Source: an optimization exercise on an open RTL-to-GDS flow (aim: small area). Production flows keep margins and buffers that such runs may drop. Only simulation tests tie the RTL to the original design; equivalence was not proved. Power is estimated from default activity; no workload was simulated.

===== design/flow/config.mk =====
export PLATFORM = sky130hd
export DESIGN_NAME = password_lock_top
export DESIGN_NICKNAME = password_lock_top
export VERILOG_FILES = /design/flow/design.v
export SDC_FILE = /design/flow/constraint.sdc
export NUM_CORES = 4
export LEC_CHECK = 0
export CAP_MARGIN = 20
export CORE_MARGIN = 2
export CORE_UTILIZATION = 40
export SLEW_MARGIN = 20

===== design/flow/constraint.sdc =====
create_clock -name core_clock -period 10.0 [get_ports {clk}]
set_input_delay 2.0000 -clock core_clock [delete_from_list [all_inputs] [get_ports {clk}]]
set_output_delay 2.0000 -clock core_clock [all_outputs]
set_load 0.01 [all_outputs]

===== design/flow/design.v =====
`timescale 1ns / 1ps
`timescale 1ns / 1ps
module key_filter #(
    parameter CLK_FREQ = 100_000_000,  
    parameter DEBOUNCE_MS = 20         
)(
    input  wire clk,
    input  wire rst_n,
    input  wire key_in,        
    output wire key_pulse      
);
    reg key_sync_1, key_sync_2;
    always @(posedge clk or negedge rst_n) begin
        if (!rst_n) begin
            key_sync_1 <= 1'b0;
            key_sync_2 <= 1'b0;
        end else begin
            key_sync_1 <= key_in;
            key_sync_2 <= key_sync_1;
        end
    end
    localparam MAX_CNT = CLK_FREQ / 1000 * DEBOUNCE_MS;
    reg [$clog2(MAX_CNT)-1:0] cnt;
    reg key_state;
    reg key_prev;
    always @(posedge clk or negedge rst_n) begin
        if (!rst_n) begin
            cnt <= 0;
            key_state <= 1'b0;
        end else if (key_sync_2 != key_state) begin
            if (cnt == MAX_CNT - 1) begin
                key_state <= key_sync_2;  
                cnt <= 0;
            end else begin
                cnt <= cnt + 1;
            end
        end else begin
            cnt <= 0;
        end
    end
    always @(posedge clk or negedge rst_n) begin
        if (!rst_n) key_prev <= 1'b0;
        else        key_prev <= key_state;
    end
    assign key_pulse = (~key_prev) & key_state;
endmodule
`timescale 1ns / 1ps
`timescale 1ns / 1ps
module segment_driver #(
    parameter CLK_FREQ = 100_000_000
)(
    input  wire        clk,
    input  wire        rst_n,
    input  wire [31:0] display_data,  
    output reg  [7:0]  anode,         
    output reg  [6:0]  cathode        
);
    reg [$clog2(CLK_FREQ/1000)-1:0] scan_cnt;
    wire scan_tick = (scan_cnt == CLK_FREQ/1000 - 1); 
    always @(posedge clk or negedge rst_n) begin
        if (!rst_n) scan_cnt <= 0;
        else if (scan_tick) scan_cnt <= 0;
        else scan_cnt <= scan_cnt + 1;
    end
    reg [2:0] scan_idx;
    always @(posedge clk or negedge rst_n) begin
        if (!rst_n) scan_idx <= 0;
        else if (scan_tick) scan_idx <= scan_idx + 1;
    end
    reg [3:0] current_bcd;
    always @(*) begin
        case(scan_idx)
            3'd0: current_bcd = display_data[3:0];
            3'd1: current_bcd = display_data[7:4];
            3'd2: current_bcd = display_data[11:8];
            3'd3: current_bcd = display_data[15:12];
            3'd4: current_bcd = display_data[19:16];
            3'd5: current_bcd = display_data[23:20];
            3'd6: current_bcd = display_data[27:24];
            3'd7: current_bcd = display_data[31:28];
        endcase
    end
    always @(*) begin
        case(current_bcd)
            4'h0: cathode = 7'b0000001;  
            4'h1: cathode = 7'b1001111;  
            4'h2: cathode = 7'b0010010;  
            4'h3: cathode = 7'b0000110;  
            4'h4: cathode = 7'b1001100;  
            4'h5: cathode = 7'b0100100;  
            4'h6: cathode = 7'b0100000;  
            4'h7: cathode = 7'b0001111;  
            4'h8: cathode = 7'b0000000;  
            4'h9: cathode = 7'b0000100;  
            default: cathode = 7'b1111111;  
        endcase
    end
    always @(*) begin
        anode = ~(8'b0000_0001 << scan_idx);
    end
endmodule
`timescale 1ns / 1ps
module password_lock_top (
    input  wire clk,         
    input  wire rst_n,       
    input  wire [3:0] sw,    
    input  wire btnc,        
    input  wire btnu,        
    input  wire btnl,        
    input  wire btnr,        
    output wire [7:0] an,    
    output wire [6:0] seg,   
    output reg  [4:0] led    
);
    localparam CLK_FREQ = 20_000;
    wire pulse_num_enter, pulse_confirm, pulse_backspace, pulse_admin;
    key_filter #(.CLK_FREQ(CLK_FREQ)) kf_enter (.clk(clk), .rst_n(rst_n), .key_in(btnc), .key_pulse(pulse_num_enter));
    key_filter #(.CLK_FREQ(CLK_FREQ)) kf_conf  (.clk(clk), .rst_n(rst_n), .key_in(btnu), .key_pulse(pulse_confirm));
    key_filter #(.CLK_FREQ(CLK_FREQ)) kf_back  (.clk(clk), .rst_n(rst_n), .key_in(btnl), .key_pulse(pulse_backspace));
    key_filter #(.CLK_FREQ(CLK_FREQ)) kf_adm   (.clk(clk), .rst_n(rst_n), .key_in(btnr), .key_pulse(pulse_admin));
    wire action = pulse_num_enter || pulse_confirm || pulse_backspace || pulse_admin;
    localparam S_IDLE  = 3'd0,
               S_INPUT = 3'd1,
               S_OPEN  = 3'd2,
               S_ADMIN = 3'd3,
               S_ALARM = 3'd4,
               S_WEAK  = 3'd5;
    reg [2:0] current_state, next_state;
    reg [23:0] pwd_buffer;   
    reg [2:0]  pwd_idx;      
    reg [23:0] saved_pwd;    
    reg [1:0]  err_cnt;      
    wire is_weak = (pwd_buffer[23:20] == pwd_buffer[19:16]) &&
                   (pwd_buffer[19:16] == pwd_buffer[15:12]) &&
                   (pwd_buffer[15:12] == pwd_buffer[11:8])  &&
                   (pwd_buffer[11:8]  == pwd_buffer[7:4])   &&
                   (pwd_buffer[7:4]   == pwd_buffer[3:0]);
    reg [$clog2(CLK_FREQ)-1:0] clk_1hz_cnt;
    wire tick_1hz = (clk_1hz_cnt == CLK_FREQ - 1);
    reg [5:0]  timer_sec;    
    always @(posedge clk or negedge rst_n) begin
        if (!rst_n) clk_1hz_cnt <= 0;
        else if (action) clk_1hz_cnt <= 0;  
        else if (tick_1hz) clk_1hz_cnt <= 0;
        else clk_1hz_cnt <= clk_1hz_cnt + 1;
    end
    always @(posedge clk or negedge rst_n) begin
        if (!rst_n) current_state <= S_IDLE;
        else        current_state <= next_state;
    end
    always @(*) begin
        next_state = current_state; 
        case (current_state)
            S_IDLE: begin
                if (pulse_num_enter) next_state = S_INPUT;
                else if (pulse_admin) next_state = S_ADMIN;
            end
            S_INPUT: begin
                if (timer_sec == 0) next_state = S_IDLE; 
                else if (pulse_confirm) begin
                    if (pwd_buffer == saved_pwd && pwd_idx == 6) next_state = S_OPEN;
                    else if (err_cnt == 2) next_state = S_ALARM; 
                    else next_state = S_INPUT; 
                end
                else if (pulse_admin) next_state = S_ADMIN;
            end
            S_OPEN: begin
                if (timer_sec == 0) next_state = S_IDLE; 
                else if (pulse_confirm) next_state = S_IDLE; 
            end
            S_ALARM: begin
                if (pulse_admin) next_state = S_IDLE; 
            end
            S_ADMIN: begin
                if (pulse_confirm && pwd_idx == 6) begin
                    if (is_weak) next_state = S_WEAK; 
                    else next_state = S_IDLE;
                end
            end
            S_WEAK: begin
                if (pulse_confirm) next_state = S_ADMIN;
            end
            default: next_state = S_IDLE;
        endcase
    end
    always @(posedge clk or negedge rst_n) begin
        if (!rst_n) begin
            pwd_buffer <= 24'hFFFFFF; 
            pwd_idx    <= 0;
            saved_pwd  <= 24'h123456; 
            timer_sec  <= 0;
            err_cnt    <= 0;
            led        <= 5'b00000;
        end else begin
            if (tick_1hz && timer_sec > 0) timer_sec <= timer_sec - 1;
            case (current_state)
                S_IDLE: begin
                    pwd_buffer <= 24'hFFFFFF;
                    pwd_idx <= 0;
                    led <= 5'b00000; 
                    if (pulse_num_enter) timer_sec <= 15;  
                end
                S_INPUT: begin
                    led <= 5'b00001; 
                    if (pulse_num_enter && pwd_idx < 6 && sw <= 4'd9) begin
                        pwd_buffer <= {pwd_buffer[19:0], sw}; 
                        pwd_idx <= pwd_idx + 1;
                        timer_sec <= 15; 
                    end
                    else if (pulse_backspace && pwd_idx > 0) begin
                        pwd_buffer <= {4'hF, pwd_buffer[23:4]}; 
                        pwd_idx <= pwd_idx - 1;
                        timer_sec <= 15; 
                    end
                    else if (pulse_confirm && pwd_idx == 6) begin
                        if (pwd_buffer == saved_pwd) begin
                            err_cnt <= 0; 
                            timer_sec <= 30;  
                        end else begin
                            err_cnt <= err_cnt + 1;   
                            pwd_buffer <= 24'hFFFFFF; 
                            pwd_idx <= 0;
                            timer_sec <= 15;
                        end
                    end
                end
                S_OPEN: begin
                    led <= 5'b00010; 
                end
                S_ALARM: begin
                    led <= 5'b00100; 
                    pwd_buffer <= 24'hFFFFFF; 
                    if (pulse_admin) err_cnt <= 0; 
                end
                S_ADMIN: begin
                    led <= 5'b01000; 
                    if (pulse_num_enter && pwd_idx < 6 && sw <= 4'd9) begin
                        pwd_buffer <= {pwd_buffer[19:0], sw};
                        pwd_idx <= pwd_idx + 1;
                    end
                    else if (pulse_backspace && pwd_idx > 0) begin
                        pwd_buffer <= {4'hF, pwd_buffer[23:4]};
                        pwd_idx <= pwd_idx - 1;
                    end
                    else if (pulse_confirm && pwd_idx == 6) begin
                        if (!is_weak) saved_pwd <= pwd_buffer;  
                    end
                end
                S_WEAK: begin
                    led <= 5'b10000;  
                    if (pulse_confirm) begin
                        pwd_buffer <= 24'hFFFFFF;
                        pwd_idx <= 0;
                    end
                end
            endcase
        end
    end
    wire [31:0] display_bus;
    wire [3:0] sec_tens = timer_sec / 10;
    wire [3:0] sec_ones = timer_sec % 10;
    assign display_bus = (current_state == S_OPEN || current_state == S_INPUT) ? 
                         {sec_tens, sec_ones, pwd_buffer} : 
                         {4'hF, 4'hF, pwd_buffer}; 
    segment_driver #(.CLK_FREQ(CLK_FREQ)) seg_inst (
        .clk(clk),
        .rst_n(rst_n),
        .display_data(display_bus),
        .anode(an),
        .cathode(seg)
    );
endmodule

===== design/flow/run.sh =====
#!/bin/bash
# synth_recipe.tcl (not shown) runs the flow's synth.tcl, then flattens the netlist and writes it again
# the make line also repeats each setting of config.mk as NAME=value (left out here)
make -C /OpenROAD-flow-scripts/flow DESIGN_CONFIG=/design/flow/config.mk WORK_HOME=/design/flow/orfs CLKGATE_MAP_FILE= SYNTH_SCRIPT=/design/flow/synth_recipe.tcl finish

==> summary.md <==
| Metric | Value |
|---|---|
| # rows | 52 |
| Final antenna-violating net count | 0 |
| Placer Congestion | 0.8156 |
| Sequential share of power | 49.1% |
| R2R cell count | 9 |
| Sw power | 0.2682 mW |
| Final #Nets | 882 |
| CTS tree | built |
| Synth cell types | 78 |
| Post-DP HPWL | ~11000 µm |
| Vias per inst | 5.241 |
| Worst Path Arrival | 4.48 ns |
| PD cells | 131.2 mW/mm² |
| IO Pins | 30 |
| Worst R2R End | pwd_buffer[16] |
| Die Span Y | 146.2 µm |
| Die Wd | 146.2 µm |
| Final Core Density | 45.22% |
| Final Instance Area | 0.009061 mm² |
| Sequential share of the synthesized area | 44.45% |
| CP Max Fanout | 13 |
| Post-Route Skew | 0.008303 ns |
| Yosys warns | 3 |
| DRT Pass-1 Iters | 4 |
| Mapped Nets | 885 |
| Syn Inst Count | 844 |
| Vias in the first global route | 5787 |
| Post-synth ARST share | 100.0% |
| TritonCTS Buffers | 17 |
| Max H-tree Level | 4 |
| CP Cell Sequence | inv_2 -> ha_1 -> or2_2 -> ha_1 -> nor2b_1 -> o22ai_2 -> nand3_1 -> a31oi_1 -> a211oi_1 -> nor3_2 -> inv_2 -> ha_1 -> nor4_1 -> a21oi_1 -> clkdlybuf4s50_1 |
| Reg2reg setup slack | 6.82 ns |
| Clock Tree Buf Depth | 2 |
| Initial DRC count | 337 |
| First-pass GRT wire length | around 29000 µm |
| CP Launch Type | flop |
| Post-CTS setup buffers | 0 |
| Wirelength per Cell | approximately 14 µm |
| Starting Density | between 40% and 50% |
| Post-synth EDFFs | 0 |
| Worst stage delay on the critical path | 0.60 ns |
| Worst Hold Class | flop to flop |
| CTS Sinks | 142 |
| Combinational Power Share | 2.0% |
| Max cap viols | 0 |
| Max IR drop VDD | 0.1069 mV |
| Clock power share | 48.9% |
| CP startpoint | timer_sec[4] |
| Layout cells sized above 1 | 14.54% |
| Placed Area | 0.008493 mm² |
| Worst r2r src | kf_enter.key_state |
| Synthesized area per cell | 9.583 µm² |
| Initial antenna violation count | 0 |
| CTS Hold Bufs | 0 |
| Fin crit share | around two thirds |
| Yosys reg bits | 142 |
| Data required, critical path | around 8.0 ns |
| Die area | 0.02137 mm² |
| Final setup viols | 0 |
| Switching Fraction | 22.56% |
| DRT Wirelength | 16120 µm |
| Clk pin slew, worst setup/hold paths | 0.06 ns |
| RSZ-0062 raised after global routing | no |
| Setup TNS | 0 ns |
| Most frequent CP cell | ha_1 |
| Post-layout minimum cycle time | 6.475 ns |
| Largest net degree at the start of global routing | 74 |
| Pint | 0.9209 mW |
| PostCTS Resize Cnt | 0 |
| Port bufs | 29 |
| Gr ovfl total | 0 |
| Leakage | 4.111 nW |
| Setup crit end kind | output pin |
| Peak Freq | 154.4 MHz |
| GRT Total Usage | 16.10% |
| Worst-Skew Late Latency | 0.42 ns |
| Slowest CP cell | dfrtp_1 |
| # diodes | 0 |
| Critical path endpoint | seg[6] |
| Crit Path Class | flop to output pin |
| CTS root buffer | clkbuf_16 |
| Outcome | timing/DRC/antenna clean |
| Netlist Area Pre-Place | about 0.008 mm² |
| Top FF cell, synth | dfrtp_1 |
| Hold Vio Cnt, Final | 0 |
| Vias | about 5900 |
| Core area | 0.02004 mm² |
| Pins Over Slew Limit | 0 |
| Residual DRC | 0 |
| Worst Tran Pin Value | 0.9887 ns |
| Max_slew headroom | 33.90% |
| Synth-to-layout area growth | 12.04% |
## how the worst min path moves through the flow
stage	startpoint	end	slack, ns	cells after the start
2_1_floorplan	kf_adm.key_sync_1	kf_adm.key_sync_2	0.33	0
3_3_place_gp	kf_enter.key_sync_1	kf_enter.key_sync_2	0.33	0
3_5_place_dp	kf_enter.key_sync_1	kf_enter.key_sync_2	0.33	0
4_1_cts	kf_conf.key_sync_1	kf_conf.key_sync_2	0.35	0
5_1_grt	kf_enter.key_sync_1	kf_enter.key_sync_2	0.35	0
6_report	kf_conf.key_sync_1	kf_conf.key_sync_2	0.35	0
## kinds of logic (layout without fill, tap and decap cells)
group                      after synthesis  in the layout  synth area share [%]
AOI/OAI and AO/OA                      151            151                 13.18
adders and majority gates               31             31                 4.796
and+or+nand+nor                        327            327                 19.99
muxes                                   35             35                 4.765
DFF                                    142            142                 44.45
xor gates and xnor gates                78             78                 8.447
buffers and inverters                   80             89                 4.378
## stage by stage
stage / hold WS (ns) / total power, mW / cells / setup WS, ns
2_1_floorplan: 0.3312 / 0.6008 / 844 / 4.847
5_1_grt: 0.3531 / 1.239 / 1123 / 3.150
3_5_place_dp: 0.3347 / 0.6194 / 1091 / 3.999
6_report: 0.3459 / 1.189 / 1123 / 3.525
4_1_cts: 0.3474 / 1.209 / 1122 / 3.525
3_3_place_gp: 0.3334 / 0.6192 / 1091 / 4.057
## power groups by stage
| stage | sequential, mW | clock (mW) | combinational (mW) |
|---|---|---|---|
| floorplan | 0.594 | 0 | 0.00726 |
| global placement | 0.594 | 0 | 0.0251 |
| detailed placement | 0.594 | 0 | 0.0253 |
| CTS | 0.584 | 0.599 | 0.0252 |
| global route | 0.585 | 0.626 | 0.0281 |
| finish | 0.584 | 0.581 | 0.0237 |
## area by class of cell
type / instances / area (µm²)
Multi-Input combinational cell: 622 / 4156
Clock buffer: 21 / 460.4
Tap cell: 270 / 337.8
Inverter: 26 / 97.59
Timing Repair Buffer: 32 / 334.1
Sequential cell: 142 / 3595
Clock inverter: 10 / 80.08
Fill cell: 1925 / 10980
## per-layer routing
layer | routed length, µm | share of wire, % | GRT usage [%] | up-vias
met5 | 0 | 0 | 0 | -
met4 | 276 | 1.7 | 5.971 | 0
met3 | 470 | 2.9 | 2.688 | 16
met2 | 7460 | 46 | 25.40 | 96
met1 | 7912 | 49 | 22.41 | 2857
li1 | - | - | - | 2917
## state kept, by name (all words and copies together), names as in the netlist, 2 cells and up
register,flops
clk_1hz_cnt,15
current_state,3
err_cnt,2
kf_adm.cnt,9
kf_back.cnt,9
kf_conf.cnt,9
kf_enter.cnt,9
led,5
pwd_buffer,24
pwd_idx,3
saved_pwd,24
seg_inst.scan_cnt,5
seg_inst.scan_idx,3
timer_sec,6
## worst max-delay path, delay by kind of cell, from the launching register on
| kind | cells | cell delay, ns |
|---|---|---|
| DFF | 1 | 0.60 |
| and+or+nand+nor | 5 | 1.26 |
| AOI/OAI and AO/OA | 4 | 0.71 |
| adders and majority gates | 3 | 0.72 |
| buffers and inverters | 3 | 0.75 |
## synthesized netlist by cell type (all sizes together) (12+ instances only)
cell type  number  share of area, %
nor4           17               1.7
buf            21               1.6
nand4          12              0.93
nor2b          12               1.0
o21ai          37               2.3
ha             31               4.8
mux2           28               3.9
a21o           24               2.2
a31oi          26               2.1
xor2           30               3.2
xnor2          48               5.2
a21oi          15              0.97
nand2         109               5.1
nand3          32               2.0
inv            26               1.2
and3           23               1.8
dfrtp         109                34
clkbuf         33               1.5
nor2           81               3.8
dfstp          33                11
## cells in the final DEF, fill, tap and decap left out, types with 4 or more instances in the layout
master and instances:
inv_1 23, nor4_1 14, o21ai_1 7, clkdlybuf4s50_1 28
a21oi_1 14, and2_1 5, inv_6 5, a31oi_1 25
nand2_1 108, dfstp_2 33, nor2b_1 11, nand4_1 12
nor4b_1 4, ha_1 31, nor3_1 6, clkbuf_16 17
nand3_1 32, mux2_2 28, a22oi_2 5, mux2i_1 7
and3_1 22, o22ai_1 6, xor2_1 30, dfrtp_1 109
xnor2_1 48, nand2b_1 9, a21o_1 23, o21ai_0 28
nor2_1 81

==> re-timing with driven ports <==
The results above use ideal ports. As a check the final layout listed here was re-extracted and re-timed, cells and wires unchanged. Step 1 (the two cells are an assumption about what drives the block):
set clk [get_ports {clk}]
set_driving_cell -lib_cell sky130_fd_sc_hd__clkbuf_16 $clk
set_driving_cell -lib_cell sky130_fd_sc_hd__buf_2 [delete_from_list [all_inputs] $clk]
Step 2 times the ports against the registers' clock, not the clock port: input delays grow and output delays shrink by t, the midpoint of the rising clock arrivals with the driver on. a / b / c = no drivers / after step 1 / after step 2; a / b = the first two.
t, ns: 0.456
setup slack, ns: 3.525 / 3.483 / 3.939
hold WS [ns]: 0.346 / 0.346 / 0.346
After both steps setup and hold are still met in this run. For this run, drivers alone change the setup slack by -0.042 ns; drivers and shift together by +0.414 ns.
